Context: an optimization exercise on an open-source flow, tuned for small area, a short achievable clock period and few clock cycles. The choices shown serve that exercise and are no tape-out recipe.
Where RTL was checked, it was by simulation tests only, not by an equivalence proof against the original.

==> flow/design.v <==
module SW #(parameter WIDTH_SCORE = 8, parameter WIDTH_POS_REF = 7, parameter WIDTH_POS_QUERY = 6)
       (
           input           clk,
           input           reset,
           input           valid,
           input [1:0]     data_ref,
           input [1:0]     data_query,
           output          finish,
           output [WIDTH_SCORE - 1:0]   max,
           output [WIDTH_POS_REF - 1:0]   pos_ref,
           output [WIDTH_POS_QUERY - 1:0]   pos_query
       );
localparam NQ = 48;
localparam K  = 6;                  
localparam P  = NQ / K;             
localparam D0 = 50 - P;             
localparam DL = D0 + P - 1;         
localparam FIN = DL + 65;           
function integer hw;                
    input integer v;
    integer b;
    begin
        b = 0;
        while ((1 << b) <= v) b = b + 1;
        hw = b;
    end
endfunction
reg [6:0] cnt;                      
reg       run;
reg       fin;
wire      go = valid | run;
always @(posedge clk or posedge reset)
begin
    if (reset) begin
        cnt <= 7'd0;
        run <= 1'b0;
        fin <= 1'b0;
    end
    else begin
        run <= go;
        if (go && cnt != FIN)
            cnt <= cnt + 7'd1;
        fin <= (cnt == FIN - 1);
    end
end
assign finish = fin;
reg [1:0] q_in;
reg [2*D0-1:0] rline;               
always @(posedge clk)
begin
    q_in  <= data_query;
    rline <= {rline[2*D0-3:0], data_ref};
end
reg  [7*NQ-1:0] Hr;                 
reg  [NQ-1:0]   eIr;
reg  [2*NQ-1:0] Qr;
wire [3*NQ-1:0] DWw;                
reg  [7*P-1:0]  Hdiag;              
reg  [3*P-1:0]  DWr;                
reg  [2*P-1:0]  Rr;                 
wire [2*P-1:0]  Rin;                
reg  [7*P-1:0]  Mr;                 
reg  [6*P-1:0]  Jr;                 
reg  [6:0] best;
reg  [6:0] best_r;
reg  [5:0] best_q;
genvar p, c;
generate
for (p = 0; p < P; p = p + 1) begin : pe
    wire clr = (cnt == D0 + p - 1);
    wire ld  = (cnt >= p*K + 1) && (cnt <= p*K + K);
    if (p == 0) begin : r0
        assign Rin[1:0] = rline[2*D0-1:2*D0-2];
    end
    else begin : rn
        assign Rin[2*p+:2] = Rr[2*(p-1)+:2];
    end
    always @(posedge clk) begin
        Rr[2*p+:2] <= Rin[2*p+:2];
        DWr[3*p+:3] <= DWw[3*(p*K+K-1)+:3];
    end
    if (p > 0) begin : hd
        always @(posedge clk)
            Hdiag[7*p+:7] <= Hr[7*(p*K-1)+:7];
    end
    for (c = 0; c < K; c = c + 1) begin : col
        localparam j = p*K + c;
        localparam W = hw(2*(j+1));
        wire [6:0] hup = Hr[7*j+:7];
        wire [6:0] diag;
        wire [2:0] dw;
        if (c == 0) begin : c0
            if (p == 0) begin : p0
                assign diag = 7'd0;
                assign dw   = 3'd2;
            end
            else begin : pn
                assign diag = Hdiag[7*p+:7];
                assign dw   = DWr[3*(p-1)+:3];
            end
        end
        else begin : cn
            assign diag = Hr[7*(j-1)+:7];
            assign dw   = DWw[3*(j-1)+:3];
        end
        wire [2:0] u   = hup[2:0] - diag[2:0] + 3'd2;
        wire [2:0] iu  = u + eIr[j];
        wire       z   = (diag == 7'd0);
        wire       mt  = (Rin[2*p+:2] == Qr[2*j+:2]);
        wire [2:0] e;
        assign e[2] = mt | iu[2] | z;
        assign e[1] = mt | (iu[2] ? iu[1] : ~z);
        assign e[0] = mt ? (&iu) : (iu[2] ? iu[0] : ~z);
        wire [2:0] ea  = e - u;                  
        wire [2:0] eb  = 3'd1 - u;               
        wire [6:0] he  = diag + {{5{~e[2]}}, e[1:0]};     
        wire [6:0] hd  = diag + {{5{~dw[2]}}, dw[1:0]};   
        wire       ge  = (dw >= e);
        wire [2:0] r4  = ge ? dw : e;            
        wire [6:0] h   = ge ? hd : he;
        assign DWw[3*j+:3] = ge ? dw + eb : ea;
        always @(posedge clk) begin
            Hr[7*j+:7] <= clr ? 7'd0 : {{(7-W){1'b0}}, h[W-1:0]};
            eIr[j]     <= clr ? 1'b0 : (iu == r4);
            if (ld)
                Qr[2*j+:2] <= (c == K-1) ? q_in : Qr[2*(j+1)+:2];
        end
    end
    wire [7*(K+1)-1:0] mv;
    wire [6*(K+1)-1:0] jv;
    if (p == 0) begin : m0
        assign mv[6:0] = 7'd0;
        assign jv[5:0] = 6'd0;
    end
    else begin : mn
        assign mv[6:0] = Mr[7*(p-1)+:7];
        assign jv[5:0] = Jr[6*(p-1)+:6];
    end
    for (c = 0; c < K; c = c + 1) begin : mc
        wire [6:0] hc = Hr[7*(p*K+c)+:7];
        wire       gt = (hc > mv[7*c+:7]);
        assign mv[7*(c+1)+:7] = gt ? hc : mv[7*c+:7];
        assign jv[6*(c+1)+:6] = gt ? (p*K + c + 1) : jv[6*c+:6];
    end
    if (p < P-1) begin : mreg
        localparam WM = hw(2*(p*K+K));
        always @(posedge clk) begin
            Mr[7*p+:7] <= {{(7-WM){1'b0}}, mv[7*K+:WM]};
            Jr[6*p+:6] <= jv[6*K+:6];
        end
    end
    else begin : mlast
        wire en = (cnt >= DL + 1) && (cnt <= DL + 64);
        always @(posedge clk or posedge reset) begin
            if (reset) begin
                best   <= 7'd0;
                best_r <= 7'd0;
                best_q <= 6'd0;
            end
            else if (en && mv[7*K+:7] > best) begin
                best   <= mv[7*K+:7];
                best_q <= jv[6*K+:6];
                best_r <= cnt - DL;
            end
        end
    end
end
endgenerate
assign max       = {1'b0, best};
assign pos_ref   = best_r;
assign pos_query = best_q;
endmodule
clock: 33.0 ns
lec_check: 0
cap_margin: 20
core_margin: 2
core_utilization: 40
slew_margin: 20
run.sh (not shown) runs the stock make flow with config.mk's settings and CLKGATE_MAP_FILE= SYNTH_SCRIPT=/design/flow/synth_recipe.tcl, a recipe that flattens the netlist after the stock synthesis.
Edit:
--- a/flow/design.v
+++ b/flow/design.v
@@ -12,5 +12,5 @@
        );
 localparam NQ = 48;
-localparam K  = 6;                  
+localparam K  = 4;                  
 localparam P  = NQ / K;             
 localparam D0 = 50 - P;             
@@ -55,7 +55,8 @@
 reg  [NQ-1:0]   eIr;
 reg  [2*NQ-1:0] Qr;
-wire [3*NQ-1:0] DWw;                
+wire [8*NQ-1:0] Xw, Dw;
+wire [NQ-1:0]   gew;
 reg  [7*P-1:0]  Hdiag;              
-reg  [3*P-1:0]  DWr;                
+reg  [P-1:0]    eDr;                
 reg  [2*P-1:0]  Rr;                 
 wire [2*P-1:0]  Rin;                
@@ -78,5 +79,5 @@
     always @(posedge clk) begin
         Rr[2*p+:2] <= Rin[2*p+:2];
-        DWr[3*p+:3] <= DWw[3*(p*K+K-1)+:3];
+        eDr[p] <= gew[p*K+K-1];
     end
     if (p > 0) begin : hd
@@ -87,40 +88,39 @@
         localparam j = p*K + c;
         localparam W = hw(2*(j+1));
-        wire [6:0] hup = Hr[7*j+:7];
-        wire [6:0] diag;
-        wire [2:0] dw;
+        wire [7:0] hup  = {1'b0, Hr[7*j+:7]};
+        wire [7:0] diag;
+        wire [7:0] dp;
         if (c == 0) begin : c0
             if (p == 0) begin : p0
-                assign diag = 7'd0;
-                assign dw   = 3'd2;
+                assign diag = 8'd0;
+                assign dp   = 8'd0;
             end
             else begin : pn
-                assign diag = Hdiag[7*p+:7];
-                assign dw   = DWr[3*(p-1)+:3];
+                wire [7:0] hl = {1'b0, Hr[7*(j-1)+:7]} + eDr[p-1];
+                assign diag = {1'b0, Hdiag[7*p+:7]};
+                assign dp   = (hl >= 8'd2) ? hl - 8'd2 : 8'd0;
             end
         end
         else begin : cn
-            assign diag = Hr[7*(j-1)+:7];
-            assign dw   = DWw[3*(j-1)+:3];
+            wire [7:0] dprev = Dw[8*(j-1)+:8];
+            wire [7:0] xprev = Xw[8*(j-1)+:8];
+            assign diag = {1'b0, Hr[7*(j-1)+:7]};
+            assign dp   = gew[j-1] ? ((dprev != 8'd0) ? dprev - 8'd1 : 8'd0)
+                                   : ((xprev >= 8'd2) ? xprev - 8'd2 : 8'd0);
         end
-        wire [2:0] u   = hup[2:0] - diag[2:0] + 3'd2;
-        wire [2:0] iu  = u + eIr[j];
-        wire       z   = (diag == 7'd0);
-        wire       mt  = (Rin[2*p+:2] == Qr[2*j+:2]);
-        wire [2:0] e;
-        assign e[2] = mt | iu[2] | z;
-        assign e[1] = mt | (iu[2] ? iu[1] : ~z);
-        assign e[0] = mt ? (&iu) : (iu[2] ? iu[0] : ~z);
-        wire [2:0] ea  = e - u;                  
-        wire [2:0] eb  = 3'd1 - u;               
-        wire [6:0] he  = diag + {{5{~e[2]}}, e[1:0]};     
-        wire [6:0] hd  = diag + {{5{~dw[2]}}, dw[1:0]};   
-        wire       ge  = (dw >= e);
-        wire [2:0] r4  = ge ? dw : e;            
-        wire [6:0] h   = ge ? hd : he;
-        assign DWw[3*j+:3] = ge ? dw + eb : ea;
+        wire [7:0] a  = (Rin[2*p+:2] == Qr[2*j+:2]) ? diag + 8'd2
+                      : ((diag != 8'd0) ? diag - 8'd1 : 8'd0);
+        wire [7:0] t  = hup + eIr[j];
+        wire [7:0] ip = (t >= 8'd2) ? t - 8'd2 : 8'd0;
+        wire       cia = (ip >= a);
+        wire [7:0] x  = cia ? ip : a;
+        wire       ge = (dp >= x);
+        wire [7:0] h  = ge ? dp : x;
+        assign Xw[8*j+:8] = x;
+        assign Dw[8*j+:8] = dp;
+        assign gew[j] = ge;
         always @(posedge clk) begin
             Hr[7*j+:7] <= clr ? 7'd0 : {{(7-W){1'b0}}, h[W-1:0]};
-            eIr[j]     <= clr ? 1'b0 : (iu == r4);
+            eIr[j]     <= clr ? 1'b0 : (cia & (x >= dp));
             if (ld)
                 Qr[2*j+:2] <= (c == K-1) ? q_in : Qr[2*(j+1)+:2];
Result: Clock-buffer cell count goes up by 16; critical path depth goes down by 6; flip-flop and latch count goes up by 61; sequential share of layout area goes down by 7.7 points; final cell count goes up by 85%; synthesized area goes up by 66%; setup slack got worse by 0.19 ns; wire length goes up by 110%; core utilization goes down by 1.0 points; synthesized cell count goes up by 95%.
Testbench counts after the change, summed over its fixed seeds: cycles 22,264.
The RTL of the first run of this note was laid out without a check of its function.


Another version of the RTL of SW (not shown whole).
Size in the first run: ~29 I/O pins, about 51000 um2 of cells after synthesis.
Settings: LEC_CHECK=0, CAP_MARGIN=20, CORE_MARGIN=2, CORE_UTILIZATION=40, CTS_CLUSTER_DIAMETER=80, CTS_CLUSTER_SIZE=24, SLEW_MARGIN=20; clock period 33.0 ns.
standard.sh (not shown) runs the stock make flow with config.mk's settings and CLKGATE_MAP_FILE= SYNTH_SCRIPT=/design/flow/synth_recipe.tcl, a recipe that flattens the netlist after the stock synthesis.
==> flow/flow/run.sh <==
#!/bin/bash
set -euo pipefail
WORK=$(pwd)
rm -rf "$WORK/scripts_abc"
mkdir -p "$WORK/scripts_abc"
cp -r "$FLOW_HOME/scripts/." "$WORK/scripts_abc/"
cp "$WORK/flow/abc.script" "$WORK/scripts_abc/abc_speed.script"
bash "$WORK/standard.sh" SCRIPTS_DIR="$WORK/scripts_abc" ADDER_MAP_FILE= finish > "$WORK/flow_make.log" 2>&1
==> flow/flow/abc.script <==
strash
&get -n
&fraig -x
&put
scorr
dc2
strash
&get -n
&dch -f
&nf -R 20
&put
topo
stime -c
The starting point went through all stages and came out clean.
Change:
--- a/flow/design.v
+++ b/flow/design.v
@@ -6,17 +6,17 @@
            input [1:0]     data_ref,
            input [1:0]     data_query,
            output          finish,
            output [WIDTH_SCORE - 1:0]   max,
            output [WIDTH_POS_REF - 1:0]   pos_ref,
            output [WIDTH_POS_QUERY - 1:0]   pos_query
        );
 localparam NQ = 48;
-localparam K  = 4;                  
+localparam K  = 3;                  
 localparam P  = NQ / K;             
 localparam D0 = 49 - P;             
 localparam DL = D0 + P - 1;         
 localparam FIN = DL + 65;           
 function integer hw;                
     input integer v;
     integer b;
     begin
=> The new run completed with no timing, DRC or antenna violations; utilization stays flat; cell count rises by a few percent; clock-buffer cell count rises by 10; setup slack gains 690 ps; maximum frequency rises by a little under a tenth.
Testbench counts after the change, summed over its fixed seeds: cycles 22,072.
Function not checked in the first run of this note: the RTL went through the layout flow alone.


SW, a different RTL version from the one above (not shown whole).
Size: ~740 flip-flops, ~52000 um^2 of cells after synthesis.
==> flow/design.v (excerpt) <==
module SW #(parameter WIDTH_SCORE = 8, parameter WIDTH_POS_REF = 7, parameter WIDTH_POS_QUERY = 6)
       (
           input           clk,
           input           reset,
           input           valid,
           input [1:0]     data_ref,
           input [1:0]     data_query,
           output          finish,
           output [WIDTH_SCORE - 1:0]   max,
           output [WIDTH_POS_REF - 1:0]   pos_ref,
           output [WIDTH_POS_QUERY - 1:0]   pos_query
       );
==> flow/config.mk <==
export PLATFORM = sky130hd
export DESIGN_NAME = SW
export DESIGN_NICKNAME = SW
export VERILOG_FILES = /design/flow/design.v
export SDC_FILE = /design/flow/constraint.sdc
export NUM_CORES = 4
export LEC_CHECK = 0
export CAP_MARGIN = 20
export CORE_MARGIN = 2
export CORE_UTILIZATION = 55
export CTS_CLUSTER_DIAMETER = 80
export CTS_CLUSTER_SIZE = 24
export SLEW_MARGIN = 20
==> flow/constraint.sdc <==
create_clock -name core_clock -period 33.0 [get_ports {clk}]
set_input_delay 6.6000 -clock core_clock [delete_from_list [all_inputs] [get_ports {clk}]]
set_output_delay 6.6000 -clock core_clock [all_outputs]
set_load 0.01 [all_outputs]
Scripts as last shown in full above: flow/flow/run.sh, flow/flow/abc.script
The baseline completed with no timing, DRC or antenna violations.
Then changed:
--- a/flow/design.v
+++ b/flow/design.v
@@ -51,15 +51,15 @@
 end
 reg  [7*P-1:0]  Ar;                 
 reg  [3*NQ-1:0] Dr;                 
 reg  [NQ-1:0]   eIr;
 reg  [2*NQ-1:0] Qr;
 wire [3*NQ-1:0] DWw;                
 wire [3*NQ-1:0] Uw;                 
-wire [NQ-1:0]   GEw;                
+wire [3*NQ-1:0] R4w;                
 reg  [3*P-1:0]  Hd3;                
 reg  [P-1:0]    Hdz;                
 reg  [3*P-1:0]  DWr;                
 reg  [2*P-1:0]  Rr;                 
 wire [2*P-1:0]  Rin;                
 reg  [7*P-1:0]  Mr;                 
 reg  [6*P-1:0]  Jr;                 
@@ -124,26 +124,25 @@
         assign e[0] = mt ? (&iu) : (iu[2] ? iu[0] : ~z);
         wire [2:0] ea  = mt     ? ((&iu) ? 3'd1 : 3'd6 - u) :
                          iu[2]  ? {2'b00, eIr[j]} :
                          z      ? 3'd4 - u : 3'd3 - u;
         wire [2:0] eb  = 3'd1 - u;               
         wire       ge  = (dw >= e);
         wire [2:0] r4  = ge ? dw : e;            
-        assign GEw[j] = ge;
+        assign R4w[3*j+:3] = r4;
         assign DWw[3*j+:3] = ge ? dw + eb : ea;
         if (c == 0) begin : ha
             wire [3:0] dv = {1'b0, r4} - {1'b0, u} - 4'd2;
             wire [6:0] h  = a0 + {{3{dv[3]}}, dv};
             always @(posedge clk)
                 Ar[7*p+:7] <= clr ? 7'd0 : {{(7-WA){1'b0}}, h[WA-1:0]};
         end
         else begin : hd
-            wire eD = GEw[j-1];
             always @(posedge clk)
-                Dr[3*j+:3] <= clr ? 3'd2 : (ge ? {2'b00, eD} : e - dw + eD);
+                Dr[3*j+:3] <= clr ? 3'd2 : r4 - R4w[3*(j-1)+:3] + Uw[3*(j-1)+:3];
         end
         always @(posedge clk) begin
             eIr[j]     <= clr ? 1'b0 : (iu == r4);
             if (ld)
                 Qr[2*j+:2] <= (c == K-1) ? data_query : Qr[2*(j+1)+:2];
         end
     end
=> Setup slack gains 0.017 ns. Via count went up by 1.2%. Synthesized cell count stays flat. Final cell count stays flat. Maximum frequency hardly moves. Die area went up by 0.39%. Wire length went up by 2.1%.
Testbench counts after the change, summed over its fixed seeds: cycles 22,072.
For the first run of this note, only the layout was checked, not whether the RTL still works.


RTL: one of the versions met above, not the one the previous note started from.
Size: roughly 740 flip-flops, about 29 I/O pins, roughly 52000 um2 of cells after synthesis.
clock: 33.0 ns
lec_check: 0
cap_margin: 20
core_margin: 2
core_utilization: 70
cts_cluster_diameter: 80
cts_cluster_size: 24
slew_margin: 20
Scripts as last shown in full above: flow/flow/run.sh, flow/flow/abc.script
Testbench counts at the start, summed over its fixed seeds: cycles 22,072.
Change:
--- a/flow/design.v
+++ b/flow/design.v
@@ -51,15 +51,15 @@
 end
 reg  [7*P-1:0]  Ar;                 
 reg  [3*NQ-1:0] Dr;                 
 reg  [NQ-1:0]   eIr;
 reg  [2*NQ-1:0] Qr;
 wire [3*NQ-1:0] DWw;                
 wire [3*NQ-1:0] Uw;                 
-wire [3*NQ-1:0] R4w;                
+wire [NQ-1:0]   GEw;                
 reg  [3*P-1:0]  Hd3;                
 reg  [P-1:0]    Hdz;                
 reg  [3*P-1:0]  DWr;                
 reg  [2*P-1:0]  Rr;                 
 wire [2*P-1:0]  Rin;                
 reg  [7*P-1:0]  Mr;                 
 reg  [6*P-1:0]  Jr;                 
@@ -124,25 +124,26 @@
         assign e[0] = mt ? (&iu) : (iu[2] ? iu[0] : ~z);
         wire [2:0] ea  = mt     ? ((&iu) ? 3'd1 : 3'd6 - u) :
                          iu[2]  ? {2'b00, eIr[j]} :
                          z      ? 3'd4 - u : 3'd3 - u;
         wire [2:0] eb  = 3'd1 - u;               
         wire       ge  = (dw >= e);
         wire [2:0] r4  = ge ? dw : e;            
-        assign R4w[3*j+:3] = r4;
+        assign GEw[j] = ge;
         assign DWw[3*j+:3] = ge ? dw + eb : ea;
         if (c == 0) begin : ha
             wire [3:0] dv = {1'b0, r4} - {1'b0, u} - 4'd2;
             wire [6:0] h  = a0 + {{3{dv[3]}}, dv};
             always @(posedge clk)
                 Ar[7*p+:7] <= clr ? 7'd0 : {{(7-WA){1'b0}}, h[WA-1:0]};
         end
         else begin : hd
+            wire eD = GEw[j-1];
             always @(posedge clk)
-                Dr[3*j+:3] <= clr ? 3'd2 : r4 - R4w[3*(j-1)+:3] + Uw[3*(j-1)+:3];
+                Dr[3*j+:3] <= clr ? 3'd2 : (ge ? {2'b00, eD} : e - dw + eD);
         end
         always @(posedge clk) begin
             eIr[j]     <= clr ? 1'b0 : (iu == r4);
             if (ld)
                 Qr[2*j+:2] <= (c == K-1) ? data_query : Qr[2*(j+1)+:2];
         end
     end
Outcome: The changed run passed the timing, design-rule and antenna checks; sequential share of layout area stays flat; final area stays flat; maximum frequency drops by 0.64%; worst setup slack is worse by 0.052 ns; non-clock buffer count drops by 8; first-iteration DRC count drops by 5.8%; clock skew drops by 0.0086 ns; synthesized cell count hardly moves; die area drops by 0.39%.
Function not checked in the second run of this note: the RTL went through the layout flow alone.

## separate check: timing with driven ports
Ports are ideal in the flow. The routed layouts listed here were re-timed in OpenROAD. Step 1: set_driving_cell puts a clkbuf_16 on clk and a buf_2 on each other input, an assumption about the parent block. Step 2 times the ports against the registers' clock, not the clock port: input delays grow and output delays shrink by t, the midpoint of the rising clock arrivals with the driver on. Slacks: ideal ports / drivers / drivers and shift; pairs: ideal ports / drivers.
run | shift t [ns] | setup slack, ns | clock arrival spread, ns
the first run of note 1 | 0.758 | 19.454 / 19.454 / 19.454 | 0.027 / 0.027
the second run of note 1 | 0.821 | 19.262 / 19.262 / 19.262 | 0.049 / 0.049
the first run of note 2 | 0.754 | 24.140 / 24.140 / 24.140 | 0.045 / 0.045
the second run of note 2 | 0.754 | 24.828 / 24.757 / 24.948 | 0.082 / 0.082
the first run of note 3 | 0.712 | 24.884 / 24.810 / 24.748 | 0.026 / 0.027
the second run of note 3 | 0.728 | 24.901 / 24.831 / 24.818 | 0.037 / 0.037
the first run of note 4 | 0.687 | 24.899 / 24.830 / 24.866 | 0.040 / 0.040
the second run of note 4 | 0.687 | 24.847 / 24.781 / 24.668 | 0.029 / 0.030
After both steps setup and hold are still met in every run listed. For the second run of note 4, which loses most, drivers alone change the setup slack by -0.066 ns; drivers and shift together by -0.179 ns.
